What follows belongs to an exercise in optimizing a design on an open flow for small area; a production flow would make more cautious choices. At most, simulation tests tie the RTL to the original design; equivalence was not proved. No functional check of the RTL was part of runs 4 to 7. Power is estimated from default activity; no workload was simulated.

==> run.sh <==
#!/bin/bash
# synth_recipe.tcl (not shown) runs the flow's synth.tcl, then flattens the netlist and writes it again
# the make line also repeats each setting of config.mk as NAME=value (left out here)
make -C /OpenROAD-flow-scripts/flow DESIGN_CONFIG=/design/flow/config.mk WORK_HOME=/design/flow/orfs CLKGATE_MAP_FILE= SYNTH_SCRIPT=/design/flow/synth_recipe.tcl finish
==> config.mk <==
export PLATFORM = sky130hd
export DESIGN_NAME = bpuf_core
export DESIGN_NICKNAME = bpuf_core
export VERILOG_FILES = /design/flow/design.v
export SDC_FILE = /design/flow/constraint.sdc
export NUM_CORES = 8
export LEC_CHECK = 0
export CAP_MARGIN = 40
export CORE_MARGIN = 2
export CORE_UTILIZATION = 40
export PLACE_DENSITY = 0.6
export SLEW_MARGIN = 20
==> constraint.sdc <==
create_clock -name core_clock -period 10.0 [get_ports {clk}]
set_input_delay 2.0000 -clock core_clock [delete_from_list [all_inputs] [get_ports {clk}]]
set_output_delay 2.0000 -clock core_clock [all_outputs]
set_load 0.01 [all_outputs]
==> design.v <==
module meas_comp
#(
parameter C_IWIDTH = 20
)
(
input       [C_IWIDTH-1:0]  I_comp1,
input       [C_IWIDTH-1:0]  I_comp2,
output                      O_res
);
assign O_res = I_comp1 > I_comp2;
endmodule
module meas_mux
#(
parameter C_INUM = 48,
parameter C_IDWIDTH = 20,
parameter C_ISWIDTH = 6
)
(
input           [C_INUM*C_IDWIDTH-1:0]  I_data,
input           [C_ISWIDTH-1:0]         I_sel,
output          [C_IDWIDTH-1:0]         O_data
);
assign O_data = I_data[C_IDWIDTH * I_sel +: C_IDWIDTH];
endmodule
module meas_osc
#(
parameter C_DWIDTH = 20,
parameter C_LWIDTH = 6
)
(
input                     I_clk,
input                     I_osc,
input                     I_rst,     
input                     I_snap,    
input                     I_clr_hi,
output [C_DWIDTH-1:0]     O_data
);
reg S_gated_d;
reg [C_LWIDTH-1:0] S_live;
reg [C_LWIDTH-1:0] S_lo;
reg [C_DWIDTH-C_LWIDTH-1:0] S_hi;
wire gated_osc = I_rst & I_osc;
wire S_edge = gated_osc & ~S_gated_d;
wire [C_LWIDTH:0] S_live_n = S_live + S_edge;
always @(posedge I_clk) begin
    S_gated_d <= gated_osc;
    S_live <= I_rst ? S_live_n[C_LWIDTH-1:0] : {C_LWIDTH{1'b0}};
    if (I_snap)
        S_lo <= S_live;
    if (I_clr_hi)
        S_hi <= 0;
    else
        S_hi <= S_hi + S_live_n[C_LWIDTH];
end
assign O_data = {S_hi, S_lo};
endmodule
module meas
#(
parameter C_IOSCNUM = 48,
parameter C_IOSCDWIDTH = 20,
parameter C_OIDWIDTH = 24,
parameter C_MEMDATAWIDTH = 8,
parameter C_MEMADDRWIDTH = 10
)
(
input                               I_osc_rst,
input       [C_IOSCNUM-1:0]         I_osc,
input                               I_sclk,
input       [C_MEMDATAWIDTH-1:0]    I_mem_data,
output      [C_MEMADDRWIDTH-1:0]    O_mem_addr,
output reg  [C_OIDWIDTH-1:0]        O_prim_id,
output reg                          O_id_v
);
wire [C_IOSCNUM*C_IOSCDWIDTH-1:0] S_osc_data;
wire [C_IOSCDWIDTH-1:0] S_mux_data;
reg [5:0] S_addr;
reg [1:0] S_sub;
wire S_done = S_addr[5] & S_addr[4] & (S_sub == 2'd0);
always @(posedge I_sclk) begin
    if (!I_osc_rst) begin
        S_addr <= 0;
        S_sub <= 0;
        O_id_v <= 0;
    end else if (!S_done) begin
        if (S_addr[0] | (S_sub == 2'd1))
            S_addr <= S_addr + 1'b1;
        if (!S_addr[0])
            S_sub <= S_sub + 1'b1;
    end else begin
        O_id_v <= 1;
    end
end
assign O_mem_addr = {{(C_MEMADDRWIDTH-6){1'b0}}, S_addr};
reg S_osc_rst_d;
always @(posedge I_sclk) begin
    S_osc_rst_d <= I_osc_rst;
end
wire S_snap = S_osc_rst_d & ~I_osc_rst;
wire S_clr_hi = ~O_id_v & (S_snap | (I_osc_rst & S_done));
genvar i;
for (i = 0; i < C_IOSCNUM; i = i + 1) begin: gen_meas_osc
    meas_osc #(.C_DWIDTH(C_IOSCDWIDTH)) m(
        .I_clk(I_sclk),
        .I_osc(I_osc[i]),
        .I_rst(I_osc_rst),
        .I_snap(S_snap),
        .I_clr_hi(S_clr_hi),
        .O_data(S_osc_data[i*C_IOSCDWIDTH +: C_IOSCDWIDTH])
    );
end
meas_mux #(.C_INUM(C_IOSCNUM), .C_IDWIDTH(C_IOSCDWIDTH), .C_ISWIDTH(6)) mux(
    .I_data(S_osc_data),
    .I_sel(I_mem_data[5:0]),
    .O_data(S_mux_data)
);
reg [C_IOSCDWIDTH-1:0] S_first;
always @(posedge I_sclk) begin
    S_first <= S_mux_data;
end
wire S_comp;
meas_comp #(.C_IWIDTH(C_IOSCDWIDTH)) comp(
    .I_comp1(S_first),
    .I_comp2(S_mux_data),
    .O_res(S_comp)
);
always @(posedge I_sclk) begin
    if (S_addr[0])
        O_prim_id <= {O_prim_id[C_OIDWIDTH-2:0], S_comp};
end
endmodule
module control
#(
parameter MODE_BITS = 3,
parameter MEAS_COUNT = 20
)
(
input                               I_clk,
input [MODE_BITS-1:0]               I_mode,
input                               I_start,
input                               I_en,
input                               I_meas_v,
output reg                          O_meas_rst,
output reg                          O_enc_en,
output reg                          O_enc_start,
input                               I_enc_ready,
output reg                          O_dec_en,
output reg                          O_dec_start,
input                               I_dec_ready,
output reg                          O_ready
);
localparam ENCODE = 1;
localparam DECODE = 2;
reg S_start_d;
always @(posedge I_clk) begin
    if (!I_en) begin
        S_start_d <= 0;
    end else begin
        S_start_d <= I_start;
    end
end
reg S_start_up;
always @(posedge I_clk) begin
    if (!I_en) begin
        S_start_up <= 0;
    end else if (S_start_d == 0 && I_start == 1) begin
        S_start_up <= 1;
    end else begin
        S_start_up <= 0;
    end
end
reg [MEAS_COUNT-1:0] S_meas_rst_count;
always @(posedge I_clk) begin
    if (!I_en) begin
        S_meas_rst_count <= 0;
    end else if (S_start_up) begin
        S_meas_rst_count <= 0;
    end else begin
        S_meas_rst_count <= S_meas_rst_count + 1;
    end
end
always @(posedge I_clk) begin
    if (!I_en) begin
        O_meas_rst <= 1;
    end else if (S_start_up || (&S_meas_rst_count)) begin
        O_meas_rst <= 0;
    end else begin
        O_meas_rst <= 1;
    end
end
reg S_meas_fin;
always @(posedge I_clk) begin
    if (!I_en) begin
        S_meas_fin <= 0;
    end else if (!O_meas_rst) begin
        S_meas_fin <= 0;
    end else if (I_meas_v) begin
        S_meas_fin <= 1;
    end
end
reg start_mode_begin;
always @(posedge I_clk) begin
    if (!I_en) begin
        O_enc_en <= 0;
        O_dec_en <= 0;
        start_mode_begin <= 0;
    end else if (S_meas_fin) begin
        if (I_mode == ENCODE) begin
            O_enc_en <= 1;
        end else if (I_mode == DECODE) begin
            O_dec_en <= 1;
        end
        start_mode_begin <= 1;
    end else begin
        O_dec_en <= 0;
        O_enc_en <= 0;
        start_mode_begin <= 0;
    end
end
always @(posedge I_clk) begin
    if (!I_en) begin
        O_enc_start <= 0;
        O_dec_start <= 0;
    end else if (start_mode_begin) begin
        if (I_mode == ENCODE) begin
            O_enc_start <= 1;
        end else if (I_mode == DECODE) begin
            O_dec_start <= 1;
        end
    end else begin
        O_enc_start <= 0;
        O_dec_start <= 0;
    end
end
always @(posedge I_clk) begin
    if (!I_en) begin
        O_ready <= 0;
    end else if (!S_meas_fin) begin
        O_ready <= 0;
    end else if (I_enc_ready || I_dec_ready) begin
        O_ready <= 1;
    end
end
endmodule
module bpuf_core
(
input           clk,
input           en,
input           start,
input  [2:0]    mode,
input  [47:0]   osc,
input  [7:0]    mem_data,
input           enc_ready,
input           dec_ready,
output [9:0]    mem_addr,
output [23:0]   prim_id,
output          id_v,
output          enc_en,
output          enc_start,
output          dec_en,
output          dec_start,
output          ready
);
wire meas_rst;
control #(.MODE_BITS(3), .MEAS_COUNT(20)) u_con (
    .I_clk(clk),
    .I_mode(mode),
    .I_start(start),
    .I_en(en),
    .I_meas_v(id_v),
    .O_meas_rst(meas_rst),
    .O_enc_en(enc_en),
    .O_enc_start(enc_start),
    .I_enc_ready(enc_ready),
    .O_dec_en(dec_en),
    .O_dec_start(dec_start),
    .I_dec_ready(dec_ready),
    .O_ready(ready)
);
meas #(.C_IOSCNUM(48), .C_IOSCDWIDTH(20), .C_OIDWIDTH(24),
    .C_MEMDATAWIDTH(8), .C_MEMADDRWIDTH(10)) u_meas (
    .I_osc_rst(meas_rst),
    .I_osc(osc),
    .I_sclk(clk),
    .I_mem_data(mem_data),
    .O_mem_addr(mem_addr),
    .O_prim_id(prim_id),
    .O_id_v(id_v)
);
endmodule
==> run summary, run 1 <==
PwrDens 195.1 nW/µm²; Worst R2R End u_meas.gen_meas_osc[3].m.S_hi[13]; Die Height 390.4 µm; routability congestion estimate from global placement 0.8222; max-cap violations 0; CP max stage delay 0.72 ns; yosys warns 3; Hold Path Depth 1; post-route clock period utilization 63.05%; Lkg Pwr 25.90 nW; register area 30750 µm²; hold_ws 0.3852 ns; Setup violations, final 0; Yosys reg bits 1380; syn avg cell area 11.22 µm²; CTS tree built; Routed WL 129900 µm; Max VDD drop 0.1652 mV; Seq/Total Area, Yosys 51.48%; row cnt 141; Clock transition at path regs 0.06 ns; insertion delay to the later sink of the worst-skew pair 0.77 ns; IO Port Bufs 97; FF-to-FF Start u_con.O_meas_rst; clk root buf clkbuf_16; Syn Inst Count 5325; worst-path fanout max 25; total grt overflow 0; initial antenna violation count 4; clock period minus worst slack 6.305 ns; most frequent cells in the layout dfxtp_1 (1067), nor2_1 (631), xor2_1 (363); Initial Utilization 40.36%; filler cell count 13.54k; vias per cell 5.163; n_diodes 0; WP data required 10.45 ns; DRC viols 0; # Post-CTS Setup Buffers 0; htree depth 4; Hold WC Path Type flop to flop; vias in the first global route 37.75k; hpwl dp 90880 µm; Crit-path slowest cell a2bb2oi_1; Area Overhead vs Synth 13.25%; Num CTS Buffers 147; DRT iter0 DRCs 2460; max frequency 158.6 MHz; layout cell share with drive strength beyond 1 10.18%; first-pass GRT wire length 208400 µm; Hold Crit Endpoint u_con.S_start_up; CP cell instances buf_2, buf_4, and2_2, buf_4, a22oi_1, a21oi_1, nor3_1, ha_1, nand4_1, nor4_1, o21ai_0, o211ai_1, a2bb2oi_1; first-pass detailed-route iteration total 5; Hold Crit Start u_con.S_start_d; commonest non-fill, non-tap cell in the layout dfxtp_1; outcome complete, no violations; CP Capture Type flop; critical path type primary input to flop; Final Slew Violations 0; nets 5692; Core Area 148000 µm²; cts hold-fix bufs 0; Ports 104; Hold Vio Cnt, Final 0; average wire per standard cell 17.41 µm; Die W 390.4 µm; distinct cell type count of the synthesized netlist 42; delay-heaviest family, CP compound AO/OA/AOI/OAI gates; pin count of the biggest net entering global routing 218; Synth Cell Area 59740 µm²; total track usage 17.10%; internal reg-to-reg setup slack 5.99 ns; CP Buf/Inv Count 3; startpoint type of the worst setup path primary input; # resized after CTS 0; Setup Skew 0.02297 ns; Worst Tran Pin Value 1.115 ns; max_slew headroom 25.65%; maximum buffer depth of the clock tree 3; Multi-input gate area 27920 µm²; r2r worst-path depth 13; Antenna Nets Post-Route 0; Die ar. 152400 µm²; crit path DAT 6.75 ns; CP most frequent cell buf_4; Post-Route Setup TNS 0 ns; vias post-DR 38.53k; Clock Sink Count 1380; RSZ-0062 raised after global routing no
synth_stat cells (all sizes together):
cell type / n / share of area (%)
clkbuf: 89 / 0.56
conb: 1 / 0.0063
nor4: 3 / 0.031
a211oi: 13 / 0.16
and3: 167 / 1.7
a221oi: 13 / 0.33
nor2: 633 / 4.0
a22oi: 80 / 1.0
nor2b: 171 / 1.8
o21ai: 118 / 0.99
mux2i: 7 / 0.12
a21o: 6 / 0.075
a21boi: 34 / 0.43
or3: 120 / 1.3
mux4: 254 / 9.6
buf: 113 / 1.1
ha: 216 / 4.5
inv: 36 / 0.23
o22ai: 1 / 0.010
nand4: 112 / 1.2
xor2: 363 / 5.3
and2: 296 / 3.1
a21oi: 114 / 0.96
o21a: 1 / 0.013
nand2b: 4 / 0.042
a2bb2oi: 1 / 0.015
dfxtp: 1068 / 36
edfxtp: 312 / 16
nand3: 334 / 2.8
xnor2: 315 / 4.6
nand2: 244 / 1.5
a211o: 1 / 0.015
or2: 1 / 0.010
o211a: 1 / 0.017
and4: 50 / 0.73
nor3: 30 / 0.25
nor3b: 2 / 0.025
o211ai: 1 / 0.013
worst register-to-register path, delay by kind of cell, from the launching register on:
kind	cells	cell delay [ns]
and+or+nand+nor	7	1.67
DFF	1	0.54
AOI/OAI and AO/OA	1	0.14
adders and majority gates	3	0.65
buffers and inverters	2	0.96
flip-flops by register name (all words and copies together), names as in the netlist, 2 cells and up:
signal                           count
u_meas.gen_meas_osc.m.S_hi         672
u_meas.gen_meas_osc.m.S_live       288
u_meas.gen_meas_osc.m.S_lo         288
u_meas.gen_meas_osc.m.S_gated_d     48
u_meas.O_prim_id                    24
u_con.S_meas_rst_count              20
u_meas.S_first                      20
u_meas.S_addr                        6
u_meas.S_sub                         2
where the power goes:
| part | total (W) | leakage (nW) | internal [W] | switching, W |
|---|---|---|---|---|
| sequential | 0.00664 | 11.6 | 0.00628 | 0.000364 |
| clock | 0.00555 | 2.45 | 0.00329 | 0.00226 |
| combinational | 0.00101 | 11.9 | 0.000552 | 0.000456 |
metrics by stage:
step | util [%] | cells | worst slack [ns] | cell area (µm²) | power [W]
after detailed placement | 42.33 | 7191 | 3.043 | 62650 | 0.007783
after floorplan | - | 5328 | 1.053 | 59750 | 0.007427
after global placement | 42.21 | 7184 | 3.048 | 62480 | 0.007734
after global routing | 45.70 | 7463 | 3.572 | 67650 | 0.01378
final | 45.70 | 7463 | 3.695 | 67650 | 0.01320
after CTS | 45.67 | 7461 | 3.841 | 67600 | 0.01337
cell type report:
cell class                      count  area share, %
Tap cell                         1930          3.570
Timing Repair Buffer              137          2.173
Multi-Input combinational cell   3710          41.28
Sequential cell                  1380          45.46
Clock buffer                      208          6.292
Clock inverter                     62          1.028
Inverter                           36         0.1998
cell families (layout without fill, tap and decap cells):
group	count (synthesis)	after routing	synth area share (%)
and+or+nand+nor	2167	2167	18.47
DFF	1380	1380	51.48
xor gates and xnor gates	678	678	9.941
AOI/OAI and AO/OA	384	384	4.024
muxes	261	261	9.694
buffers and inverters	238	443	1.864
adders and majority gates	216	216	4.524
other	1	4	0.006278
worst max path at each step:
stage	startpoint	endpoint	slack, ns	cells past startpoint
2_1_floorplan	u_con.O_meas_rst	u_meas.gen_meas_osc[10].m.S_hi[2]	1.05	7
3_3_place_gp	mem_data[2]	u_meas.O_prim_id[0]	3.05	13
3_5_place_dp	mem_data[2]	u_meas.O_prim_id[0]	3.04	13
4_1_cts	mem_data[2]	u_meas.O_prim_id[0]	3.84	13
5_1_grt	mem_data[2]	u_meas.O_prim_id[0]	3.57	13
6_report	mem_data[2]	u_meas.O_prim_id[0]	3.69	13
layer usage:
metal	wire, µm	GRT usage (%)	up-vias
met2	61730	28.40	623
met4	2397	4.584	0
met1	60300	23.16	18740
met3	5472	2.687	158
met5	0	0	-
li1	-	-	19010
==> inputs of run 2 (changes only) <==
--- a/config.mk
+++ b/config.mk
@@ -8,5 +8,6 @@
 export CAP_MARGIN = 40
 export CORE_MARGIN = 2
 export CORE_UTILIZATION = 40
+export CTS_BUF_LIST = sky130_fd_sc_hd__clkbuf_4
 export PLACE_DENSITY = 0.6
 export SLEW_MARGIN = 20
==> run 2 against run 1 <==
Compared with the run above:
- die area unchanged
- area after synthesis is the same
- critical path depth did not move
- final cell count increased by 5.2%
- first-iteration DRC count grew 2.8%
- fmax is 9.3% higher
- clock power is about 10% lower
- sequential share of layout area is 0.15 points higher
- largest cell class unchanged
- largest power group unchanged
==> run summary, run 2 <==
met1 Use GR 22.74%; Area Overhead vs Synth 12.87%; vias in the first global route 39.87k; Setup violations, final 0; area share of the leading cell type in the synthesized netlist 35.79%; clock period minus worst slack 5.770 ns; Die Height 390.4 µm; Crit-path slowest cell a2bb2oi_1; vias per cell 5.101; outcome complete, no violations; Synth Cell Area 59740 µm²; CP most frequent cell buf_4; DRT iter0 DRCs 2528; average wire per standard cell 16.84 µm; syn avg cell area 11.22 µm²; Die ar. 152400 µm²; leading area contributor after synthesis dfxtp_1; pin count of the biggest net entering global routing 218; top cells by area, synth dfxtp_1 (36%), edfxtp_1 (16%), mux4_2 (9.6%); initial antenna violation count 5; Final Util 45.55%; delay-heaviest family, CP compound AO/OA/AOI/OAI gates; register area 30750 µm²; NetSw 0.003101 W; worst-path fanout max 25; most frequent cells in the layout dfxtp_1 (1067), nor2_1 (631), clkbuf_4 (590); routability congestion estimate from global placement 0.8222; crit path DAT 6.71 ns; CTS tree built; Clock Sink Count 1380; switch share 24.55%; Final Slew Violations 0; startpoint type of the worst setup path primary input; commonest non-fill, non-tap cell in the layout dfxtp_1; hold_ws 0.3773 ns; maximum buffer depth of the clock tree 4; nets 5919; clk root buf clkbuf_4; gr busiest metal met2; part of the power in registers 52.5%; top_reg_cell synth dfxtp_1; Routed WL 132200 µm; IO Port Bufs 97; CP Capture Type flop; max_slew headroom 27.17%; biggest regs u_meas.gen_meas_osc.m.S_hi x672, u_meas.gen_meas_osc.m.S_live x288, u_meas.gen_meas_osc.m.S_lo x288; Int Pwr 0.009530 W; CP Buf/Inv Count 3; insertion delay to the later sink of the worst-skew pair 1.29 ns; Setup Skew 0.1288 ns; first-pass GRT wire length 212400 µm; Yosys reg bits 1380; max-cap violations 0; number of synthesized flops with an enable pin 312; total grt overflow 0; row cnt 141; Num CTS Buffers 374; # resized after CTS 0; filler cell count 13.85k; PwrDens 187.3 nW/µm²; critical path type primary input to flop; Largest Register u_meas.gen_meas_osc.m.S_hi; ys async rst share 0%; Clock transition at path regs 0.06 ns; total track usage 17.40%; Hold WC Path Type flop to flop; first-pass detailed-route iteration total 6; post-route clock period utilization 57.70%; DRC viols 0; Initial Utilization 40.36%; Ports 104; Worst Tran Pin Value 1.092 ns; Syn Inst Count 5325; Hold Vio Cnt, Final 0; Lkg Pwr 26.30 nW; Multi-input gate area 27920 µm²; Tot Pwr 0.01263 W; RSZ-0062 raised after global routing no; Max VDD drop 0.1607 mV; htree depth 5; GR Util met2 28.48%; layout cell share with drive strength beyond 1 15.74%; Combinational Power Share 8.0%; Clock Power Share 39.5%; max frequency 173.3 MHz; CP max stage delay 0.69 ns; Seq/Total Area, Yosys 51.48%; synth cell count leaders dfxtp_1 (1068), nor2_1 (633), xor2_1 (363), nand3_1 (334), xnor2_1 (315); hpwl dp 90880 µm; WP data required 10.94 ns; # Post-CTS Setup Buffers 0; Core Area 148000 µm²; Antenna Nets Post-Route 0; cts hold-fix bufs 0; distinct cell type count of the synthesized netlist 42; CP cell instances buf_2, buf_4, and2_2, buf_4, a22oi_1, a21oi_1, nor3_1, ha_1, nand4_1, nor4_1, o21ai_0, o211ai_1, a2bb2oi_1; vias post-DR 40.03k; count leader, synth dfxtp_1; M3 GR Usage 3.879%; Post-Route Setup TNS 0 ns; yosys warns 3; max reg flops 672; Die W 390.4 µm
==> run 2: cell counts after synthesis <==
No cell type changed its count.
==> run 2: worst paths after layout <==
kind / start / to / slack (ns) / depth (start not counted)
hold / removal: u_meas.gen_meas_osc[8].m.S_live[5] / u_meas.gen_meas_osc[8].m.S_lo[5] / 0.38 / 0
hold reg to reg: u_meas.gen_meas_osc[8].m.S_live[5] / u_meas.gen_meas_osc[8].m.S_lo[5] / 0.38 / 0
setup reg to reg: u_con.O_meas_rst / u_meas.gen_meas_osc[46].m.S_hi[12] / 6.04 / 13
setup / recovery: mem_data[2] / u_meas.O_prim_id[0] / 4.23 / 13
==> run 2: layer usage <==
metal,wire length (µm),up-vias
met5,11,-
met4,2590,2
met3,6916,223
met2,62510,853
met1,60120,19260
li1,-,19690
==> run 2: logic make-up after synthesis <==
family	synth area share [%]
compound gates	4.024
xor+xnor	9.941
other cells	0.006278
flops	51.48
mux	9.694
simple gates	18.47
fa+ha+maj	4.524
buf+inv	1.864
==> run 2: power by group through the flow <==
stage	logic (W)	registers, W	clock network [W]
after detailed placement	0.00102	0.00676	0
after floorplan	0.000731	0.00670	0
after CTS	0.00103	0.00664	0.00518
after global routing	0.00117	0.00670	0.00548
after global placement	0.000990	0.00674	0
final	0.00101	0.00664	0.00498
==> run 2: metrics by stage <==
step	setup WS, ns	instance area [µm²]	cells
after CTS	4.443	67360	7841
after global placement	3.048	62480	7184
final	4.230	67420	7848
after detailed placement	3.043	62650	7191
after floorplan	1.053	59750	5328
after global routing	4.180	67420	7846
==> run 2: final cells by class <==
class | instances | share of cell area (%)
sequential | 1380 | 45.61
tap | 1930 | 3.582
timing repair buffer | 137 | 2.180
multi-input combinational | 3710 | 41.41
clock buffer | 590 | 6.569
clock inverter | 60 | 0.4250
antenna | 5 | 0.01856
inverter | 36 | 0.2004
==> inputs of run 3 (changes only) <==
--- a/config.mk
+++ b/config.mk
@@ -7,7 +7,8 @@
 export LEC_CHECK = 0
 export CAP_MARGIN = 40
 export CORE_MARGIN = 2
-export CORE_UTILIZATION = 40
-export CTS_BUF_LIST = sky130_fd_sc_hd__clkbuf_4
-export PLACE_DENSITY = 0.6
+export CORE_UTILIZATION = 65
+export CTS_BUF_LIST = sky130_fd_sc_hd__clkbuf_8
+export CTS_CLUSTER_SIZE = 24
+export PLACE_DENSITY = 0.8
 export SLEW_MARGIN = 20
==> run 3 against run 2 <==
Compared with the run above:
- still clean on timing, DRC and antenna
- area after synthesis did not move
- final area shrank 1.8%
- global-route usage grew 9.6 points
- utilization rose by 27 points
- critical path depth decreased by 2
- flip-flop and latch count is the same
- clock power fell by 4%
- clock skew decreased by 0.088 ns
==> run summary, run 3 <==
outcome complete, no violations; Clock transition at path regs 0.06 ns; largest family of logic cells by synthesized area simple AND/OR/NAND/NOR gates; number of synthesized flops with an enable pin 312; vias per cell 5.874; CP Capture Type flop; cts hold-fix bufs 0; internal reg-to-reg setup slack 5.61 ns; FF-to-FF Start u_con.O_meas_rst; Setup Skew 0.04038 ns; Syn Inst Count 5325; hpwl dp 86740 µm; Antenna Nets Post-Route 0; worst-path fanout max 78; Hold Crit Endpoint u_con.S_start_up; Routed WL 126800 µm; vias post-DR 40.21k; Post-Place Setup Slack 3.184 ns; post-synthesis xor/xnor area fraction 9.941%; Largest Register u_meas.gen_meas_osc.m.S_hi; design area 66180 µm²; row cnt 111; Lkg Pwr 25.96 nW; Placed Area 61630 µm²; layout cell share with drive strength beyond 1 11.29%; Area Overhead vs Synth 10.78%; post-route clock period utilization 59.86%; initial antenna violation count 3; WP data required 10.59 ns; Worst R2R End u_meas.gen_meas_osc[23].m.S_hi[13]; total track usage 26.98%; Synth Area in Compound Gates 4.024%; pin count of the biggest net entering global routing 218; commonest non-fill, non-tap cell in the layout dfxtp_1; maximum buffer depth of the clock tree 3; count leader, synth dfxtp_1; setup ws final 4.014 ns; # Post-CTS Setup Buffers 0; total grt overflow 0; Tot Pwr 0.01246 W; mux cell area share after synthesis 9.694%; CTS tree built; DRC viols 0; PwrDens 188.3 nW/µm²; Die W 307.2 µm; htree depth 4; Hold Path Depth 1; Hold Vio Cnt, Final 0; first-pass GRT wire length 204700 µm; Final Util 72.42%; Core Area 91390 µm²; area share of the leading cell type in the synthesized netlist 35.79%; clock period minus worst slack 5.986 ns; r2r worst-path depth 13; Die ar. 94340 µm²; routability congestion estimate from global placement 0.9272; Setup violations, final 0; top cells by area, synth dfxtp_1 (36%), edfxtp_1 (16%), mux4_2 (9.6%); synth cell count leaders dfxtp_1 (1068), nor2_1 (633), xor2_1 (363), nand3_1 (334), xnor2_1 (315); average wire per standard cell 18.53 µm; adder-cell share of the synthesized area 4.524%; simple logic cell fraction of the synthesized area 18.47%; Final Slew Violations 0; vias in the first global route 39.29k; RSZ-0062 raised after global routing no; Initial Utilization 65.37%; critical path type primary input to flop; startpoint type of the worst setup path primary input; leading area contributor after synthesis dfxtp_1; distinct cell type count of the synthesized netlist 42; Clock Sink Count 1380; yosys warns 3; Yosys reg bits 1380; clk root buf clkbuf_8; Worst Tran Pin Value 0.9333 ns; Ports 104; Seq/Total Area, Yosys 51.48%; Die Height 307.2 µm; Synth Cell Area 59740 µm²; max reg flops 672; max_slew headroom 37.78%; syn avg cell area 11.22 µm²; max frequency 167.1 MHz; max-cap violations 0; Num CTS Buffers 212; Hold WC Path Type flop to flop; biggest regs u_meas.gen_meas_osc.m.S_hi x672, u_meas.gen_meas_osc.m.S_live x288, u_meas.gen_meas_osc.m.S_lo x288; IO Port Bufs 97; nets 5747; insertion delay to the later sink of the worst-skew pair 0.92 ns; # resized after CTS 0; Post-Route Setup TNS 0 ns; top_reg_cell synth dfxtp_1; crit path DAT 6.58 ns; first-pass detailed-route iteration total 6; most frequent cells in the layout dfxtp_1 (1067), nor2_1 (631), xor2_1 (363); Hold Crit Start u_con.S_start_d; DRT iter0 DRCs 3494; ys async rst share 0%; Max VDD drop 0.1998 mV
==> run 3: cell counts after synthesis <==
No cell type changed its count.
==> run 3: kinds of logic after synthesis <==
family | Yosys count
simple gates | 2167
flops | 1380
xor+xnor | 678
compound gates | 384
mux | 261
buf+inv | 238
fa+ha+maj | 216
other cells | 1
==> run 3: area by class of cell <==
type	instances	area [µm²]
Antenna cell	5	12.51
Clock buffer	270	3716
Clock inverter	130	762.0
Fill cell	6249	25210
Inverter	36	135.1
Multi-Input combinational cell	3710	27920
Sequential cell	1380	30750
Tap cell	1186	1484
Timing Repair Buffer	127	1393
==> run 3: metrics by stage <==
stage / hold WS [ns] / instances
floorplan: 0.3674 / 5328
global placement: 0.3747 / 6433
detailed placement: 0.3720 / 6437
CTS: 0.3800 / 6837
global route: 0.4084 / 6840
finish: 0.3807 / 6844
==> run 3: power by group <==
group          internal (W)  switching, W  leakage (nW)  total, W
logic              0.000556      0.000476          11.8   0.00103
registers           0.00628      0.000369          11.6   0.00665
clock network       0.00255       0.00223          2.57   0.00479
==> run 3: worst max-delay path by stage <==
stage | endpoint | depth (start not counted) | startpoint | slack (ns)
final | u_meas.O_prim_id[0] | 11 | mem_data[0] | 4.01
after CTS | u_meas.O_prim_id[0] | 11 | mem_data[0] | 4.14
after global placement | u_meas.O_prim_id[0] | 11 | mem_data[0] | 3.24
after global routing | u_meas.O_prim_id[0] | 11 | mem_data[0] | 3.81
after detailed placement | u_meas.O_prim_id[0] | 11 | mem_data[0] | 3.18
after floorplan | u_meas.gen_meas_osc[10].m.S_hi[2] | 7 | u_con.O_meas_rst | 1.05
==> run 3: routing by layer <==
layer  wire [µm]  global-route usage (%)  up-vias
met3        7911                   4.549      234
li1            -                       -    19190
met1       55180                   36.92    19670
met4        3681                   9.847        2
met2       60040                   43.50     1111
met5          13                       0        -
==> run 3: critical path: stages <==
cell       delay [ns]
buf_8            0.65
buf_4            0.65
mux4_2           0.62
mux4_2           0.59
a221oi_2         0.34
ha_1             0.18
nand4_1          0.17
nor4_1           0.38
o21ai_0          0.17
o211ai_1         0.14
a2bb2oi_1        0.64
==> inputs of run 4 (changes only) <==
--- a/design.v
+++ b/design.v
@@ -24,35 +24,52 @@
 endmodule
 module meas_osc
 #(
-parameter C_DWIDTH = 20,
-parameter C_LWIDTH = 6
+parameter C_L = 6,       
+parameter C_R = 2,       
+parameter C_P = 7        
 )
 (
 input                     I_clk,
 input                     I_osc,
 input                     I_rst,     
 input                     I_snap,    
-input                     I_clr_hi,
-output [C_DWIDTH-1:0]     O_data
+input                     I_take,    
+input                     I_last,    
+input                     I_keep,    
+output [C_R*C_P-1:0]      O_ring,    
+output                    O_c,
+output [C_L:0]            O_lo
 );
 reg S_gated_d;
-reg [C_LWIDTH-1:0] S_live;
-reg [C_LWIDTH-1:0] S_lo;
-reg [C_DWIDTH-C_LWIDTH-1:0] S_hi;
+reg [C_L:0] S_live;
+reg [C_L:0] S_lo;
+reg [C_R*C_P-1:0] S_ring;
+reg S_c;
 wire gated_osc = I_rst & I_osc;
-wire S_edge = gated_osc & ~S_gated_d;
-wire [C_LWIDTH:0] S_live_n = S_live + S_edge;
+wire [C_L:0] S_t;
+assign S_t[0] = gated_osc & ~S_gated_d;
+genvar j;
+for (j = 0; j < C_L; j = j + 1) begin: gen_live
+    assign S_t[j+1] = S_t[j] & S_live[j];
+end
+wire [C_R:0] S_tc;
+assign S_tc[0] = S_c;
+for (j = 0; j < C_R; j = j + 1) begin: gen_tap
+    assign S_tc[j+1] = S_tc[j] & S_ring[j];
+end
+wire [C_R-1:0] S_digit = {C_R{I_keep}} & (S_ring[C_R-1:0] ^ S_tc[C_R-1:0]);
 always @(posedge I_clk) begin
     S_gated_d <= gated_osc;
-    S_live <= I_rst ? S_live_n[C_LWIDTH-1:0] : {C_LWIDTH{1'b0}};
+    S_live[C_L-1:0] <= {C_L{I_rst}} & (S_live[C_L-1:0] ^ S_t[C_L-1:0]);
+    S_live[C_L] <= I_rst & (S_t[C_L] | (S_live[C_L] & ~I_take));
     if (I_snap)
         S_lo <= S_live;
-    if (I_clr_hi)
-        S_hi <= 0;
-    else
-        S_hi <= S_hi + S_live_n[C_LWIDTH];
+    S_ring <= {S_digit, S_ring[C_R*C_P-1:C_R]};
+    S_c <= I_last ? (S_live[C_L] & I_take) : (S_tc[C_R] & I_keep);
 end
-assign O_data = {S_hi, S_lo};
+assign O_ring = S_ring;
+assign O_c = S_c;
+assign O_lo = S_lo;
 endmodule
 module meas
 #(
@@ -71,8 +88,11 @@
 output reg  [C_OIDWIDTH-1:0]        O_prim_id,
 output reg                          O_id_v
 );
-wire [C_IOSCNUM*C_IOSCDWIDTH-1:0] S_osc_data;
-wire [C_IOSCDWIDTH-1:0] S_mux_data;
+localparam C_L = 6;
+localparam C_R = 2;
+localparam C_P = 7;
+localparam C_H = C_R * C_P;              
+localparam C_W = C_L + 1 + 1 + C_H;      
 reg [5:0] S_addr;
 reg [1:0] S_sub;
 wire S_done = S_addr[5] & S_addr[4] & (S_sub == 2'd0);
@@ -96,31 +116,64 @@
     S_osc_rst_d <= I_osc_rst;
 end
 wire S_snap = S_osc_rst_d & ~I_osc_rst;
-wire S_clr_hi = ~O_id_v & (S_snap | (I_osc_rst & S_done));
+reg [2:0] S_phase;
+always @(posedge I_sclk) begin
+    S_phase <= (S_phase == C_P - 1) ? 3'd0 : S_phase + 1'b1;
+end
+wire S_last = (S_phase == C_P - 1);
+reg [2:0] S_clr_cnt;
+wire S_clearing = (S_clr_cnt != 0);
+wire S_xfer = I_osc_rst & S_done & ~O_id_v;
+wire S_zero_snap = S_snap & ~(O_id_v & ~S_clearing);
+always @(posedge I_sclk) begin
+    if (S_xfer | S_zero_snap)
+        S_clr_cnt <= C_P;
+    else if (S_clearing)
+        S_clr_cnt <= S_clr_cnt - 1'b1;
+end
+reg S_zero;
+always @(posedge I_sclk) begin
+    if (S_snap)
+        S_zero <= S_zero_snap;
+end
+wire S_take = S_last & ~S_clearing & I_osc_rst;
+wire [C_IOSCNUM*C_W-1:0] S_osc_data;
 genvar i;
 for (i = 0; i < C_IOSCNUM; i = i + 1) begin: gen_meas_osc
-    meas_osc #(.C_DWIDTH(C_IOSCDWIDTH)) m(
+    meas_osc #(.C_L(C_L), .C_R(C_R), .C_P(C_P)) m(
         .I_clk(I_sclk),
         .I_osc(I_osc[i]),
         .I_rst(I_osc_rst),
         .I_snap(S_snap),
-        .I_clr_hi(S_clr_hi),
-        .O_data(S_osc_data[i*C_IOSCDWIDTH +: C_IOSCDWIDTH])
+        .I_take(S_take),
+        .I_last(S_last),
+        .I_keep(~S_clearing),
+        .O_ring(S_osc_data[i*C_W +: C_H]),
+        .O_c(S_osc_data[i*C_W + C_H]),
+        .O_lo(S_osc_data[i*C_W + C_H + 1 +: C_L + 1])
     );
 end
-meas_mux #(.C_INUM(C_IOSCNUM), .C_IDWIDTH(C_IOSCDWIDTH), .C_ISWIDTH(6)) mux(
+wire [C_W-1:0] S_mux_data;
+meas_mux #(.C_INUM(C_IOSCNUM), .C_IDWIDTH(C_W), .C_ISWIDTH(6)) mux(
     .I_data(S_osc_data),
     .I_sel(I_mem_data[5:0]),
     .O_data(S_mux_data)
 );
+wire [C_IOSCDWIDTH-1:0] S_value;
+meas_value #(.C_L(C_L), .C_R(C_R), .C_P(C_P), .C_DWIDTH(C_IOSCDWIDTH)) value(
+    .I_data(S_mux_data),
+    .I_phase(S_phase),
+    .I_zero(S_zero),
+    .O_value(S_value)
+);
 reg [C_IOSCDWIDTH-1:0] S_first;
 always @(posedge I_sclk) begin
-    S_first <= S_mux_data;
+    S_first <= S_value;
 end
 wire S_comp;
 meas_comp #(.C_IWIDTH(C_IOSCDWIDTH)) comp(
     .I_comp1(S_first),
-    .I_comp2(S_mux_data),
+    .I_comp2(S_value),
     .O_res(S_comp)
 );
 always @(posedge I_sclk) begin
@@ -128,6 +181,34 @@
         O_prim_id <= {O_prim_id[C_OIDWIDTH-2:0], S_comp};
 end
 endmodule
+module meas_value
+#(
+parameter C_L = 6,
+parameter C_R = 2,
+parameter C_P = 7,
+parameter C_DWIDTH = 20
+)
+(
+input       [C_L+1+C_R*C_P:0]   I_data,      
+input       [2:0]               I_phase,
+input                           I_zero,
+output      [C_DWIDTH-1:0]      O_value
+);
+localparam C_H = C_R * C_P;
+wire [C_H-1:0] S_ring = I_data[C_H-1:0];
+wire S_c = I_data[C_H];
+wire [C_L:0] S_lo = I_data[C_H+1 +: C_L + 1];
+wire [C_H-1:0] S_ring_c = S_ring + S_c;    
+reg [C_H-1:0] S_hi;
+integer d;
+always @(*) begin
+    S_hi = 0;
+    for (d = 0; d < C_P; d = d + 1)
+        S_hi[d*C_R +: C_R] = S_ring_c[((d + C_P - I_phase) % C_P)*C_R +: C_R];
+end
+assign O_value =
+    {{(C_DWIDTH-C_H-C_L){1'b0}}, (I_zero ? {C_H{1'b0}} : S_hi), {C_L{1'b0}}} + S_lo;
+endmodule
 module control
 #(
 parameter MODE_BITS = 3,
==> flow/run.sh (new file) <==
#!/bin/bash
# Standard ORFS flow, with CTS that inserts no dummy loads and small port buffers.
set -e
export CTS_ARGS="-sink_clustering_enable -repair_clock_nets -dont_use_dummy_load"
export BUFFER_PORTS_ARGS="-buffer_cell sky130_fd_sc_hd__buf_1"
bash standard.sh > standard.log 2>&1
==> standard.sh (new file) <==
#!/bin/bash
# synth_recipe.tcl (not shown) runs the flow's synth.tcl, then flattens the netlist and writes it again
# the make line also repeats each setting of config.mk as NAME=value (left out here)
make -C /OpenROAD-flow-scripts/flow DESIGN_CONFIG=/design/flow/config.mk WORK_HOME=/design/flow/orfs CLKGATE_MAP_FILE= SYNTH_SCRIPT=/design/flow/synth_recipe.tcl "${@:-finish}"
--- a/config.mk
+++ b/config.mk
@@ -7,8 +7,6 @@
 export LEC_CHECK = 0
 export CAP_MARGIN = 40
 export CORE_MARGIN = 2
-export CORE_UTILIZATION = 65
-export CTS_BUF_LIST = sky130_fd_sc_hd__clkbuf_8
-export CTS_CLUSTER_SIZE = 24
-export PLACE_DENSITY = 0.8
+export CORE_UTILIZATION = 40
+export PLACE_DENSITY = 0.6
 export SLEW_MARGIN = 20
removed: run.sh
==> run 4 against run 3 <==
Compared with the run above:
- combinational power is essentially flat
- via count shrank 24%
- still clean on timing, DRC and antenna
- register-to-register slack got worse by 3.4 ns
- first-iteration DRC count decreased by 43%
- count of clock-buffer cells in the layout fell by 111
- hold slack worse by 0.053 ns
==> run summary, run 4 <==
outcome complete, no violations; Clock Sink Count 1531; Combinational Power Share 8.0%; register area 34270 µm²; Post-Place Setup Slack 0.6394 ns; ys async rst share 0%; first-pass detailed-route iteration total 8; IO Port Bufs 97; Yosys reg bits 1531; setup ws final 1.562 ns; average wire per standard cell 19.43 µm; number of synthesized flops with an enable pin 361; synth cell count leaders dfxtp_1 (1170), and2_1 (453), ha_1 (439), edfxtp_1 (361), mux4_2 (218); Area Overhead vs Synth 11.08%; Crit-path slowest cell mux4_2; PwrDens 205.3 nW/µm²; Hold Path Depth 0; pin count of the biggest net entering global routing 170; count leader, synth dfxtp_1; yosys warns 4; most frequent cells in the layout dfxtp_1 (1169), and2_1 (453), ha_1 (439); insertion delay to the later sink of the worst-skew pair 0.76 ns; Largest Register u_meas.gen_meas_osc.m.S_ring; # Post-CTS Setup Buffers 0; syn avg cell area 14.15 µm²; DRC viols 0; nets 4696; Final Slew Violations 0; maximum buffer depth of the clock tree 3; WP data required 10.54 ns; Multi-input gate area 21870 µm²; r2r worst-path depth 25; Clock Power Share 37.5%; Num CTS Buffers 159; Hold Crit Endpoint u_meas.gen_meas_osc[0].m.S_ring[8]; Hold Crit Start u_meas.gen_meas_osc[0].m.S_ring[10]; total grt overflow 0; NetSw 0.002881 W; Antenna Nets Post-Route 0; design area 63750 µm²; Hold WC Path Type flop to flop; top cells by area, synth dfxtp_1 (41%), edfxtp_1 (19%), ha_1 (9.6%); switch share 22.01%; Setup Skew 0.03473 ns; commonest non-fill, non-tap cell in the layout dfxtp_1; Post-Route Setup TNS 0 ns; Syn Inst Count 4056; FF-to-FF Start u_meas.S_phase[1]; worst-path fanout max 25; first-pass GRT wire length 182100 µm; max frequency 118.5 MHz; part of the power in registers 54.5%; Synth Cell Area 57390 µm²; CP most frequent cell ha_1; Worst Tran Pin Value 1.052 ns; max reg flops 672; Routed WL 118100 µm; Initial Utilization 40.43%; top_reg_cell synth dfxtp_1; Lkg Pwr 26.10 nW; vias post-DR 30.70k; Die Height 382.8 µm; Worst R2R End u_meas.O_prim_id[0]; Hold Vio Cnt, Final 0; biggest regs u_meas.gen_meas_osc.m.S_ring x672, u_meas.gen_meas_osc.m.S_live x336, u_meas.gen_meas_osc.m.S_lo x336; Clock transition at path regs 0.06 ns; hpwl dp 81940 µm; Ports 104; Setup violations, final 0; vias per cell 5.048; filler cell count 12.66k; clk root buf clkbuf_16; area share of the leading cell type in the synthesized netlist 40.81%; CP max stage delay 0.54 ns; Int Pwr 0.01020 W; crit path DAT 8.98 ns; max_slew headroom 29.87%; Die W 382.8 µm; Seq/Total Area, Yosys 59.70%; CP Capture Type flop; Placed Area 59680 µm²; row cnt 138; layout cell share with drive strength beyond 1 12.74%; startpoint type of the worst setup path primary input; cts hold-fix bufs 0; routability congestion estimate from global placement 0.8527; distinct cell type count of the synthesized netlist 100; Core Area 141900 µm²; post-route clock period utilization 84.38%; leading area contributor after synthesis dfxtp_1; total track usage 16.17%; Max VDD drop 0.1619 mV; Die ar. 146500 µm²; critical path type primary input to flop; DRT iter0 DRCs 2003; max-cap violations 0; hold_ws 0.3273 ns; htree depth 4; internal reg-to-reg setup slack 2.25 ns; clock period minus worst slack 8.438 ns; CTS tree built; # resized after CTS 0; vias in the first global route 31.01k; initial antenna violation count 2; RSZ-0062 raised after global routing no
run 4: cell count changes in the layout (fill, tap and decap cells not counted), moves of 158 or more:
| cell | previous run | this run |
|---|---|---|
| and2_1 | 295 | 453 |
| clkbuf_16 | 0 | 159 |
| xnor2_1 | 315 | 38 |
| clkbuf_8 | 270 | 0 |
| xor2_1 | 363 | 33 |
| ha_1 | 216 | 439 |
| nor2_1 | 631 | 104 |
| nand3_1 | 334 | 39 |
run 4: cell type report:
type / instances / share of cell area (%)
Tap cell: 1890 / 3.710
Clock buffer: 159 / 6.241
Timing Repair Buffer: 167 / 1.702
Antenna cell: 1 / 0.003925
Inverter: 48 / 0.2826
Multi-Input combinational cell: 2285 / 34.31
Sequential cell: 1531 / 53.75
run 4: routing by layer:
layer / track usage [%] / wire, µm
met1: 22.60 / 56110
met2: 25.21 / 53600
met3: 3.153 / 5331
met4: 5.257 / 3103
met5: 0 / 0
run 4: logic make-up (layout without fill, tap and decap cells):
| logic type | after synthesis | after routing | synth area share [%] |
|---|---|---|---|
| adders and majority gates | 440 | 440 | 9.606 |
| and+or+nand+nor | 953 | 953 | 9.467 |
| muxes | 410 | 410 | 12.87 |
| xor gates and xnor gates | 73 | 73 | 1.140 |
| buffers and inverters | 243 | 374 | 2.252 |
| DFF | 1531 | 1531 | 59.70 |
| AOI/OAI and AO/OA | 405 | 405 | 4.958 |
| other | 1 | 5 | 0.006535 |
run 4: power by group through the flow:
stage | registers [W] | clock network (W) | logic, W
after CTS | 0.00714 | 0.00506 | 0.00107
after floorplan | 0.00725 | 0 | 0.000764
after detailed placement | 0.00727 | 0 | 0.00106
after global placement | 0.00724 | 0 | 0.00103
final | 0.00713 | 0.00490 | 0.00105
after global routing | 0.00719 | 0.00529 | 0.00123
run 4: worst max-delay path by stage:
| stage | end | startpoint | slack, ns | cells after the start |
|---|---|---|---|---|
| after floorplan | u_meas.S_zero | u_con.O_meas_rst | 0.38 | 1 |
| after global routing | u_meas.O_prim_id[0] | mem_data[0] | 0.99 | 23 |
| after CTS | u_meas.O_prim_id[0] | mem_data[0] | 1.44 | 26 |
| final | u_meas.O_prim_id[0] | mem_data[0] | 1.56 | 26 |
| after global placement | u_meas.O_prim_id[0] | mem_data[0] | 0.77 | 26 |
| after detailed placement | u_meas.O_prim_id[0] | mem_data[0] | 0.64 | 26 |
run 4: critical path, delay by kind of cell:
family	cells	cell delay (ns)
and+or+nand+nor	7	1.51
xor gates and xnor gates	1	0.14
muxes	4	1.77
buffers and inverters	2	0.90
AOI/OAI and AO/OA	7	1.35
adders and majority gates	5	1.23
run 4: stage by stage:
stage                     util, %  total power (W)  instances
after global routing        44.91          0.01371       6080
final                       44.92          0.01309       6081
after detailed placement    42.05         0.008331       5918
after floorplan                 -         0.008017       4059
after global placement      42.02         0.008268       5915
after CTS                   44.86          0.01326       6077
==> inputs of run 5 (changes only) <==
==> run.sh (new file) <==
#!/bin/bash
# synth_recipe.tcl (not shown) runs the flow's synth.tcl, then flattens the netlist and writes it again
# the make line also repeats each setting of config.mk as NAME=value (left out here)
make -C /OpenROAD-flow-scripts/flow DESIGN_CONFIG=/design/flow/config.mk WORK_HOME=/design/flow/orfs CLKGATE_MAP_FILE= SYNTH_SCRIPT=/design/flow/synth_recipe.tcl finish
removed: flow/run.sh
removed: standard.sh
==> run 5 against run 4 <==
Compared with the run above:
- final cell count is 2.1% higher
- clock skew is 0.014 ns lower
- register-to-register slack improved by 0.08 ns
- final area rose by 3.1%
- fmax up 2.3%
- synthesized cell count stayed put
- sequential share of layout area shrank 1.6 points
- global-route usage grew 0.15 points
- first-iteration DRC count down 3.9%
- setup slack better by 0.19 ns
- highest routed layer unchanged
==> run summary, run 5 <==
distinct cell type count of the synthesized netlist 100; clock period minus worst slack 8.246 ns; commonest non-fill, non-tap cell in the layout dfxtp_1; worst-path fanout max 44; Hold Crit Start u_meas.gen_meas_osc[28].m.S_ring[11]; Yosys reg bits 1531; average wire per standard cell 19.18 µm; Clock transition at path regs 0.06 ns; most frequent cells in the layout dfxtp_1 (1169), and2_1 (453), ha_1 (439); Setup Skew 0.02032 ns; Initial Utilization 40.43%; area share of the leading cell type in the synthesized netlist 40.81%; delay-heaviest family, CP simple AND/OR/NAND/NOR gates; Synth Cell Area 57390 µm²; nets 4695; Antenna Nets Post-Route 0; Setup violations, final 0; insertion delay to the later sink of the worst-skew pair 0.76 ns; WP data required 10.55 ns; Final Slew Violations 0; DRC viols 0; CP Buf/Inv Count 5; filler cell count 12.56k; Multi-input gate area 21870 µm²; Routed WL 119100 µm; vias per cell 4.978; CP most frequent cell ha_1; Ports 104; Num CTS Buffers 157; leading area contributor after synthesis dfxtp_1; ys async rst share 0%; RSZ-0062 raised after global routing no; first-pass detailed-route iteration total 6; htree depth 4; syn avg cell area 14.15 µm²; top_reg_cell synth dfxtp_1; CP max stage delay 0.61 ns; IO Port Bufs 97; pin count of the biggest net entering global routing 160; yosys warns 4; total track usage 16.32%; DRT iter0 DRCs 1924; vias post-DR 30.91k; Tot Pwr 0.01420 W; number of synthesized flops with an enable pin 361; total grt overflow 0; Die Height 382.8 µm; mux cell area share after synthesis 12.87%; Crit-path slowest cell a211oi_1; top cells by area, synth dfxtp_1 (41%), edfxtp_1 (19%), ha_1 (9.6%); startpoint type of the worst setup path primary input; design area 65720 µm²; # resized after CTS 0; Core Area 141900 µm²; first-pass GRT wire length 184100 µm; synth cell count leaders dfxtp_1 (1170), and2_1 (453), ha_1 (439), edfxtp_1 (361), mux4_2 (218); post-synthesis xor/xnor area fraction 1.140%; Post-Route Setup TNS 0 ns; Placed Area 60330 µm²; row cnt 138; max frequency 121.3 MHz; routability congestion estimate from global placement 0.8878; Worst Tran Pin Value 0.7855 ns; outcome complete, no violations; Critical Path Source mem_data[0]; Lkg Pwr 27.02 nW; adder-cell share of the synthesized area 9.606%; biggest regs u_meas.gen_meas_osc.m.S_ring x672, u_meas.gen_meas_osc.m.S_live x336, u_meas.gen_meas_osc.m.S_lo x336; Seq/Total Area, Yosys 59.70%; PwrDens 216.0 nW/µm²; vias in the first global route 31.44k; layout cell share with drive strength beyond 1 14.36%; max-cap violations 0; clk root buf clkbuf_16; CP Capture Type flop; CTS tree built; Die W 382.8 µm; max reg flops 672; hpwl dp 82030 µm; max_slew headroom 47.26%; post-route clock period utilization 82.46%; Die ar. 146500 µm²; n_diodes 0; Hold WC Path Type flop to flop; maximum buffer depth of the clock tree 3; critical path type primary input to flop; Synth Area in Compound Gates 4.958%; Area Overhead vs Synth 14.52%; largest family of logic cells by synthesized area multiplexers; simple logic cell fraction of the synthesized area 9.467%; crit path DAT 8.80 ns; initial antenna violation count 2; count leader, synth dfxtp_1; Hold Vio Cnt, Final 0; FF-to-FF Start u_meas.S_phase[1]; Max VDD drop 0.1742 mV; Clock Sink Count 1531; register area 34270 µm²; Syn Inst Count 4056; Largest Register u_meas.gen_meas_osc.m.S_ring; cts hold-fix bufs 0; # Post-CTS Setup Buffers 0
-- run 5: final cells by class --
cell class | count | area share (%)
Tap cell | 1890 | 3.598
Clock inverter | 52 | 0.9634
Timing Repair Buffer | 168 | 2.519
Sequential cell | 1531 | 52.14
Inverter | 48 | 0.2742
Clock buffer | 235 | 7.223
Multi-Input combinational cell | 2285 | 33.28
-- run 5: final timing paths --
path	slack, ns	endpoint	cells past startpoint
worst max-delay path	1.75	u_meas.O_prim_id[0]	28
worst min register to register	0.34	u_meas.gen_meas_osc[28].m.S_ring[9]	0
worst max register to register	2.33	u_meas.O_prim_id[0]	25
worst min-delay path	0.34	u_meas.gen_meas_osc[28].m.S_ring[9]	0
-- run 5: power breakdown --
part	internal, W	switching [W]	total, W
sequential	0.00692	0.000215	0.00713
clock	0.00362	0.00235	0.00597
combinational	0.000554	0.000542	0.00110
total	0.0111	0.00311	0.0142
-- run 5: cells by family after synthesis --
| family | after synthesis |
|---|---|
| xor gates and xnor gates | 73 |
| adders and majority gates | 440 |
| AOI/OAI and AO/OA | 405 |
| DFF | 1531 |
| buffers and inverters | 243 |
| and+or+nand+nor | 953 |
| muxes | 410 |
| other | 1 |
-- run 5: metrics by stage --
| stage | instances | setup slack [ns] | utilization [%] | hold WS, ns |
|---|---|---|---|---|
| global route | 6209 | 1.282 | 46.30 | 0.3484 |
| finish | 6209 | 1.754 | 46.30 | 0.3366 |
| floorplan | 4059 | 0.3801 | - | 0.3229 |
| global placement | 5915 | 0.9164 | 42.45 | 0.3269 |
| CTS | 6207 | 1.724 | 46.29 | 0.3341 |
| detailed placement | 5920 | 0.9180 | 42.50 | 0.3279 |
-- run 5: per-layer routing --
metal,global-route usage (%),share of wire (%)
met4,5.490,2.6
met2,25.56,46
met5,0,0
met1,22.76,47
met3,2.990,4.6
==> inputs of run 6 (changes only) <==
--- a/design.v
+++ b/design.v
@@ -20,7 +20,47 @@
 input           [C_ISWIDTH-1:0]         I_sel,
 output          [C_IDWIDTH-1:0]         O_data
 );
-assign O_data = I_data[C_IDWIDTH * I_sel +: C_IDWIDTH];
+wire [C_INUM-1:0] S_onehot;
+meas_dec #(.C_INUM(C_INUM), .C_ISWIDTH(C_ISWIDTH)) dec(
+    .I_sel(I_sel),
+    .O_onehot(S_onehot)
+);
+meas_andor #(.C_INUM(C_INUM), .C_IDWIDTH(C_IDWIDTH)) andor(
+    .I_data(I_data),
+    .I_onehot(S_onehot),
+    .O_data(O_data)
+);
+endmodule
+module meas_dec
+#(
+parameter C_INUM = 48,
+parameter C_ISWIDTH = 6
+)
+(
+input           [C_ISWIDTH-1:0]         I_sel,
+output          [C_INUM-1:0]            O_onehot
+);
+genvar i;
+for (i = 0; i < C_INUM; i = i + 1) begin: gen_dec
+    assign O_onehot[i] = (I_sel == i);
+end
+endmodule
+module meas_andor
+#(
+parameter C_INUM = 48,
+parameter C_IDWIDTH = 20
+)
+(
+input           [C_INUM*C_IDWIDTH-1:0]  I_data,
+input           [C_INUM-1:0]            I_onehot,
+output reg      [C_IDWIDTH-1:0]         O_data
+);
+integer i;
+always @(*) begin
+    O_data = {C_IDWIDTH{1'b0}};
+    for (i = 0; i < C_INUM; i = i + 1)
+        O_data = O_data | ({C_IDWIDTH{I_onehot[i]}} & I_data[i*C_IDWIDTH +: C_IDWIDTH]);
+end
 endmodule
 module meas_osc
 #(
@@ -198,16 +238,35 @@
 wire [C_H-1:0] S_ring = I_data[C_H-1:0];
 wire S_c = I_data[C_H];
 wire [C_L:0] S_lo = I_data[C_H+1 +: C_L + 1];
-wire [C_H-1:0] S_ring_c = S_ring + S_c;    
+wire [C_P-1:0] S_ph;
+genvar k;
+for (k = 0; k < C_P; k = k + 1) begin: gen_ph
+    assign S_ph[k] = (I_phase == k) & ~I_zero;
+end
 reg [C_H-1:0] S_hi;
-integer d;
+integer d, p;
 always @(*) begin
     S_hi = 0;
-    for (d = 0; d < C_P; d = d + 1)
-        S_hi[d*C_R +: C_R] = S_ring_c[((d + C_P - I_phase) % C_P)*C_R +: C_R];
+    for (p = 0; p < C_P; p = p + 1)
+        for (d = 0; d < C_P; d = d + 1)
+            S_hi[d*C_R +: C_R] = S_hi[d*C_R +: C_R] |
+                ({C_R{S_ph[p]}} & S_ring[((d + C_P - p) % C_P)*C_R +: C_R]);
+end
+wire [C_H:0] S_t;
+wire [C_H-1:0] S_sum;
+genvar j;
+for (j = 0; j < C_H; j = j + 1) begin: gen_inc
+    if (j % C_R == 0) begin: g_in
+        wire S_cin = (j == 0 ? S_lo[C_L] : S_t[j]) | (S_c & S_ph[j / C_R]);
+        assign S_sum[j] = S_hi[j] ^ S_cin;
+        assign S_t[j+1] = S_hi[j] & S_cin;
+    end else begin: g_mid
+        assign S_sum[j] = S_hi[j] ^ S_t[j];
+        assign S_t[j+1] = S_hi[j] & S_t[j];
+    end
 end
-assign O_value =
-    {{(C_DWIDTH-C_H-C_L){1'b0}}, (I_zero ? {C_H{1'b0}} : S_hi), {C_L{1'b0}}} + S_lo;
+assign S_t[0] = 1'b0;
+assign O_value = {{(C_DWIDTH-C_H-C_L){1'b0}}, S_sum, S_lo[C_L-1:0]};
 endmodule
 module control
 #(
==> flow/run.sh (new file) <==
#!/bin/bash
# Standard ORFS flow, with CTS that inserts no dummy loads and small port buffers.
set -e
export CTS_ARGS="-sink_clustering_enable -repair_clock_nets -dont_use_dummy_load -sink_clustering_size 20 -sink_clustering_max_diameter 60 -buf_list sky130_fd_sc_hd__clkbuf_8"
export BUFFER_PORTS_ARGS="-buffer_cell sky130_fd_sc_hd__buf_1"
bash standard.sh > standard.log 2>&1
==> standard.sh (new file) <==
#!/bin/bash
# synth_recipe.tcl (not shown) runs the flow's synth.tcl, then flattens the netlist and writes it again
# the make line also repeats each setting of config.mk as NAME=value (left out here)
make -C /OpenROAD-flow-scripts/flow DESIGN_CONFIG=/design/flow/config.mk WORK_HOME=/design/flow/orfs CLKGATE_MAP_FILE= SYNTH_SCRIPT=/design/flow/synth_recipe.tcl "${@:-finish}"
--- a/config.mk
+++ b/config.mk
@@ -10,3 +10,5 @@
 export CORE_UTILIZATION = 40
 export PLACE_DENSITY = 0.6
 export SLEW_MARGIN = 20
+export SYNTH_HIERARCHICAL = 1
+export SYNTH_MINIMUM_KEEP_SIZE = 0
removed: run.sh
==> run 6 against run 5 <==
Compared with the run above:
- critical path depth up 13
- highest routed layer is now met5
- combinational power down 19%
- non-clock buffer count up 234
==> run summary, run 6 <==
outcome complete, no violations; Core Area 131800 µm²; top_reg_cell synth dfxtp_1; DRC viols 0; Die ar. 135900 µm²; # resized after CTS 0; synth cell count leaders dfxtp_1 (1170), ha_1 (425), edfxtp_1 (361), and2_2 (288), a22o_1 (217); Syn Inst Count 3841; Synth Cell Area 53200 µm²; clk root buf clkbuf_8; average wire per standard cell 27.51 µm; leading area contributor after synthesis dfxtp_1; Routed WL 164700 µm; IO Port Bufs 97; pin count of the biggest net entering global routing 174; row cnt 133; RSZ-0062 raised after global routing no; DRT iter0 DRCs 3286; Placed Area 57790 µm²; Die Height 368.7 µm; first-pass detailed-route iteration total 7; max reg flops 672; Worst Tran Pin Value 1.112 ns; Lkg Pwr 24.67 nW; initial antenna violation count 7; Seq/Total Area, Yosys 64.41%; ys async rst share 0%; maximum buffer depth of the clock tree 3; Num CTS Buffers 115; vias in the first global route 32.21k; CP Capture Type flop; FF-to-FF Start u_meas.gen_meas_osc[24].m.S_ring[12]; Clock Sink Count 1531; design area 59440 µm²; Final Util 45.10%; nets 4721; hpwl dp 126500 µm; insertion delay to the later sink of the worst-skew pair 0.87 ns; syn avg cell area 13.85 µm²; post-route clock period utilization 95.12%; clock period minus worst slack 9.512 ns; DP Cell Count 5868; Final Non-Filler Cells 5989; commonest non-fill, non-tap cell in the layout dfxtp_1; vias per cell 5.455; CP Buf/Inv Count 6; layout cell share with drive strength beyond 1 21.39%; Hold WC Path Type flop to flop; worst-path fanout max 8; Hold Vio Cnt, Final 0; vias post-DR 32.67k; Yosys reg bits 1531; Antenna Nets Post-Route 0; area share of the leading cell type in the synthesized netlist 44.03%; startpoint type of the worst setup path primary input; Initial Utilization 40.36%; htree depth 3; top cells by area, synth dfxtp_1 (44%), edfxtp_1 (20%), ha_1 (10%); number of synthesized flops with an enable pin 361; total grt overflow 0; Critical Path Source mem_data[1]; critical path type primary input to flop; max_slew headroom 25.85%; CP most frequent cell ha_1; biggest regs u_meas.gen_meas_osc.m.S_ring x672, u_meas.gen_meas_osc.m.S_live x336, u_meas.gen_meas_osc.m.S_lo x336; most frequent cells in the layout dfxtp_1 (1169), ha_1 (425), edfxtp_1 (361); max frequency 105.1 MHz; routability congestion estimate from global placement 0.9905; setup ws final 0.4880 ns; Final Slew Violations 0; Max VDD drop 0.1297 mV; first-pass GRT wire length 231800 µm; Ports 104; Tot Pwr 0.01095 W; Post-Place Setup Slack -0.2746 ns; WP data required 10.55 ns; crit path DAT 10.06 ns; Setup Skew 0.1004 ns; delay-heaviest family, CP adder cells; Hold Crit Start u_meas.gen_meas_osc[46].m.S_ring[4]; # Post-CTS Setup Buffers 0; Setup violations, final 0; count leader, synth dfxtp_1; CP max stage delay 0.52 ns; yosys warns 11; Area Overhead vs Synth 11.74%; PwrDens 184.2 nW/µm²; Largest Register u_meas.gen_meas_osc.m.S_ring; distinct cell type count of the synthesized netlist 79; max-cap violations 0; cts hold-fix bufs 0; Die W 368.7 µm; Crit-path slowest cell or4_1; total track usage 23.91%; CTS tree built; Clock transition at path regs 0.11 ns
==> run 6: changes by cell type in the layout (fill, tap and decap cells not counted), sizes merged, moves of 66 or more <==
cell,change
clkdlybuf4s50,-93
a21oi,-75
a221oi,+217
buf,+329
mux2i,-102
clkbuf,-122
nand3,+66
a22o,+169
mux4,-246
==> run 6: cell families (layout without fill, tap and decap cells) <==
group	Yosys count	in the layout	share of synthesized area, %
buffers and inverters	166	552	1.729
AOI/OAI and AO/OA	718	718	10.98
and+or+nand+nor	962	962	12.14
other	1	8	0.007049
muxes	23	23	0.4939
adders and majority gates	425	425	9.996
DFF	1531	1531	64.41
xor gates and xnor gates	15	15	0.2470
==> run 6: cell type report <==
| class | instances | area, µm² |
|---|---|---|
| antenna | 4 | 10.01 |
| clock buffer | 115 | 1583 |
| fill | 12090 | 72350 |
| inverter | 35 | 136.4 |
| multi-input combinational | 2147 | 18150 |
| sequential | 1531 | 34270 |
| tap | 1755 | 2196 |
| timing repair buffer | 402 | 3098 |
==> run 6: path summary, 6_finish.rpt <==
| kind | end | slack (ns) | cells after the start |
|---|---|---|---|
| min | u_meas.gen_meas_osc[46].m.S_ring[2] | 0.30 | 0 |
| min reg2reg | u_meas.gen_meas_osc[46].m.S_ring[2] | 0.30 | 0 |
| max | u_meas.O_prim_id[0] | 0.49 | 41 |
| max reg2reg | u_meas.O_prim_id[0] | 2.31 | 34 |
==> run 6: power by group <==
group	switching, W	leakage (nW)	internal [W]
sequential	0.000249	12.9	0.00690
combinational	0.000401	11.0	0.000488
clock	0.00188	0.827	0.00102
total	0.00253	24.7	0.00842
==> run 6: metrics by stage <==
stage	TNS [ns]	hold slack (ns)
floorplan	0	0.3311
CTS	0	0.2962
global placement	-0.2132	0.3332
global route	0	0.3124
finish	0	0.3009
detailed placement	-0.2746	0.3367
==> run 6: per-layer routing <==
| metal | routed length [µm] | GRT usage (%) |
|---|---|---|
| met5 | 41 | 0 |
| met1 | 71660 | 32.50 |
| met2 | 73790 | 37.79 |
| met4 | 7164 | 9.176 |
| met3 | 12090 | 4.426 |
==> inputs of run 7 (changes only) <==
==> flow/run.sh (replaced) <==
#!/bin/bash
# Standard ORFS flow, with CTS that inserts no dummy loads and small port buffers.
set -e
export CTS_ARGS="-sink_clustering_enable -repair_clock_nets -dont_use_dummy_load -sink_clustering_size 30 -sink_clustering_max_diameter 80 -buf_list sky130_fd_sc_hd__clkbuf_16"
export BUFFER_PORTS_ARGS="-buffer_cell sky130_fd_sc_hd__buf_1"
bash standard.sh > standard.log 2>&1
==> run 7 against run 6 <==
Compared with the run above:
- clock power increased by 5%
- flip-flop and latch count unchanged
- combinational power about the same
- fmax decreased by 0.47%
- global-route usage decreased by 0.14 points
- non-clock buffer count unchanged
- routed wire length decreased by 0.48%
- sequential power about the same
- critical path type unchanged
- largest cell class unchanged
- highest routed layer unchanged
==> run summary, run 7 <==
commonest non-fill, non-tap cell in the layout dfxtp_1; number of synthesized flops with an enable pin 361; insertion delay to the later sink of the worst-skew pair 0.68 ns; Area Overhead vs Synth 11.87%; post-route clock period utilization 95.57%; startpoint type of the worst setup path primary input; Die W 368.7 µm; Ports 104; yosys warns 11; Synth Cell Area 53200 µm²; RSZ-0062 raised after global routing no; worst-path fanout max 10; vias per cell 5.459; row cnt 133; max_slew headroom 25.67%; top_reg_cell synth dfxtp_1; register area 34270 µm²; Num CTS Buffers 66; IO Port Bufs 97; hold_ws 0.3225 ns; total grt overflow 0; Setup violations, final 0; first-pass detailed-route iteration total 6; Crit-path slowest cell or4_1; filler cell count 12.06k; syn avg cell area 13.85 µm²; pin count of the biggest net entering global routing 174; Clock transition at path regs 0.11 ns; average wire per standard cell 27.60 µm; Die ar. 135900 µm²; DRC viols 0; Setup Skew 0.04964 ns; clk root buf clkbuf_16; Syn Inst Count 3841; clock period minus worst slack 9.557 ns; routability congestion estimate from global placement 0.9905; initial antenna violation count 7; max-cap violations 0; distinct cell type count of the synthesized netlist 79; Seq/Total Area, Yosys 64.41%; DRT iter0 DRCs 3455; crit path DAT 9.94 ns; PwrDens 186.6 nW/µm²; total track usage 23.77%; maximum buffer depth of the clock tree 3; # Post-CTS Setup Buffers 0; Core Area 131800 µm²; WP data required 10.38 ns; area share of the leading cell type in the synthesized netlist 44.03%; Final Slew Violations 0; critical path type primary input to flop; first-pass GRT wire length 230500 µm; # resized after CTS 0; Yosys reg bits 1531; max frequency 104.6 MHz; Largest Register u_meas.gen_meas_osc.m.S_ring; Clock Sink Count 1531; CTS tree built; max reg flops 672; Lkg Pwr 24.66 nW; leading area contributor after synthesis dfxtp_1; Multi-input gate area 18150 µm²; biggest regs u_meas.gen_meas_osc.m.S_ring x672, u_meas.gen_meas_osc.m.S_live x336, u_meas.gen_meas_osc.m.S_lo x336; Initial Utilization 40.36%; ys async rst share 0%; vias in the first global route 31.86k; CP Capture Type flop; top cells by area, synth dfxtp_1 (44%), edfxtp_1 (20%), ha_1 (10%); Final Non-Filler Cells 5940; Hold Vio Cnt, Final 0; htree depth 3; layout cell share with drive strength beyond 1 20.50%; CP max stage delay 0.52 ns; Hold WC Path Type flop to flop; outcome complete, no violations; Die Height 368.7 µm; Antenna Nets Post-Route 0; most frequent cells in the layout dfxtp_1 (1169), ha_1 (425), edfxtp_1 (361); Max VDD drop 0.1265 mV; cts hold-fix bufs 0; hpwl dp 126500 µm; vias post-DR 32.42k; Worst Tran Pin Value 1.115 ns; nets 4672; count leader, synth dfxtp_1; CP most frequent cell ha_1; Routed WL 164000 µm; synth cell count leaders dfxtp_1 (1170), ha_1 (425), edfxtp_1 (361), and2_2 (288), a22o_1 (217); DP Cell Count 5868
[run 7: routing by layer]
layer / share of wire, % / track usage, %
met5: 0.025 / 0
met4: 4.7 / 9.553
met3: 6.9 / 4.060
met2: 45 / 37.50
met1: 44 / 32.40
[run 7: logic make-up (layout without fill, tap and decap cells)]
family	count (synthesis)	in the layout	synth area share (%)
adders and majority gates	425	425	9.996
xor gates and xnor gates	15	15	0.2470
DFF	1531	1531	64.41
muxes	23	23	0.4939
AOI/OAI and AO/OA	718	718	10.98
and+or+nand+nor	962	962	12.14
other	1	8	0.007049
buffers and inverters	166	503	1.729
[run 7: final timing paths]
kind                                        startpoint                                  end  slack, ns  depth (start not counted)
setup / recovery                           mem_data[2]                  u_meas.O_prim_id[0]       0.44                         40
hold / removal     u_meas.gen_meas_osc[46].m.S_ring[4]  u_meas.gen_meas_osc[46].m.S_ring[2]       0.32                          0
setup reg to reg  u_meas.gen_meas_osc[24].m.S_ring[12]                  u_meas.O_prim_id[0]       2.26                         34
hold reg to reg    u_meas.gen_meas_osc[46].m.S_ring[4]  u_meas.gen_meas_osc[46].m.S_ring[2]       0.32                          0
[run 7: cell type report]
type / count / share of cell area [%]
Clock buffer: 66 / 2.775
Timing Repair Buffer: 402 / 5.208
Multi-Input combinational cell: 2147 / 30.50
Sequential cell: 1531 / 57.58
Tap cell: 1755 / 3.690
Antenna cell: 4 / 0.01682
Inverter: 35 / 0.2292
[run 7: critical path: cells and delay by family]
kind / cells / cell delay, ns
buffers and inverters: 5 / 0.88
AOI/OAI and AO/OA: 12 / 2.31
and+or+nand+nor: 9 / 1.89
adders and majority gates: 13 / 2.65
xor gates and xnor gates: 1 / 0.20
[run 7: power by group]
part           internal (W)  leakage, nW  switching, W
clock               0.00120        0.813       0.00187
combinational      0.000488         11.0      0.000401
sequential          0.00690         12.9      0.000249
[run 7: metrics by stage]
stage	TNS (ns)	cell area, µm²	utilization (%)	setup WS, ns	power [W]
after floorplan	0	53210	-	0.8759	0.007891
after global placement	-0.2132	57580	43.69	-0.2132	0.008139
after detailed placement	-0.2746	57790	43.85	-0.2746	0.008200
after CTS	0	59450	45.10	0.4113	0.01118
after global routing	0	59500	45.15	0.03692	0.01158
final	0	59510	45.15	0.4432	0.01110

Check on run 7: ideal ports give 0.443 ns setup slack; a clkbuf_16 on the clock port and buf_2 on the inputs give 0.489 ns; moving port delays by the midpoint clock arrival (0.728 ns) as well gives -0.239 ns.
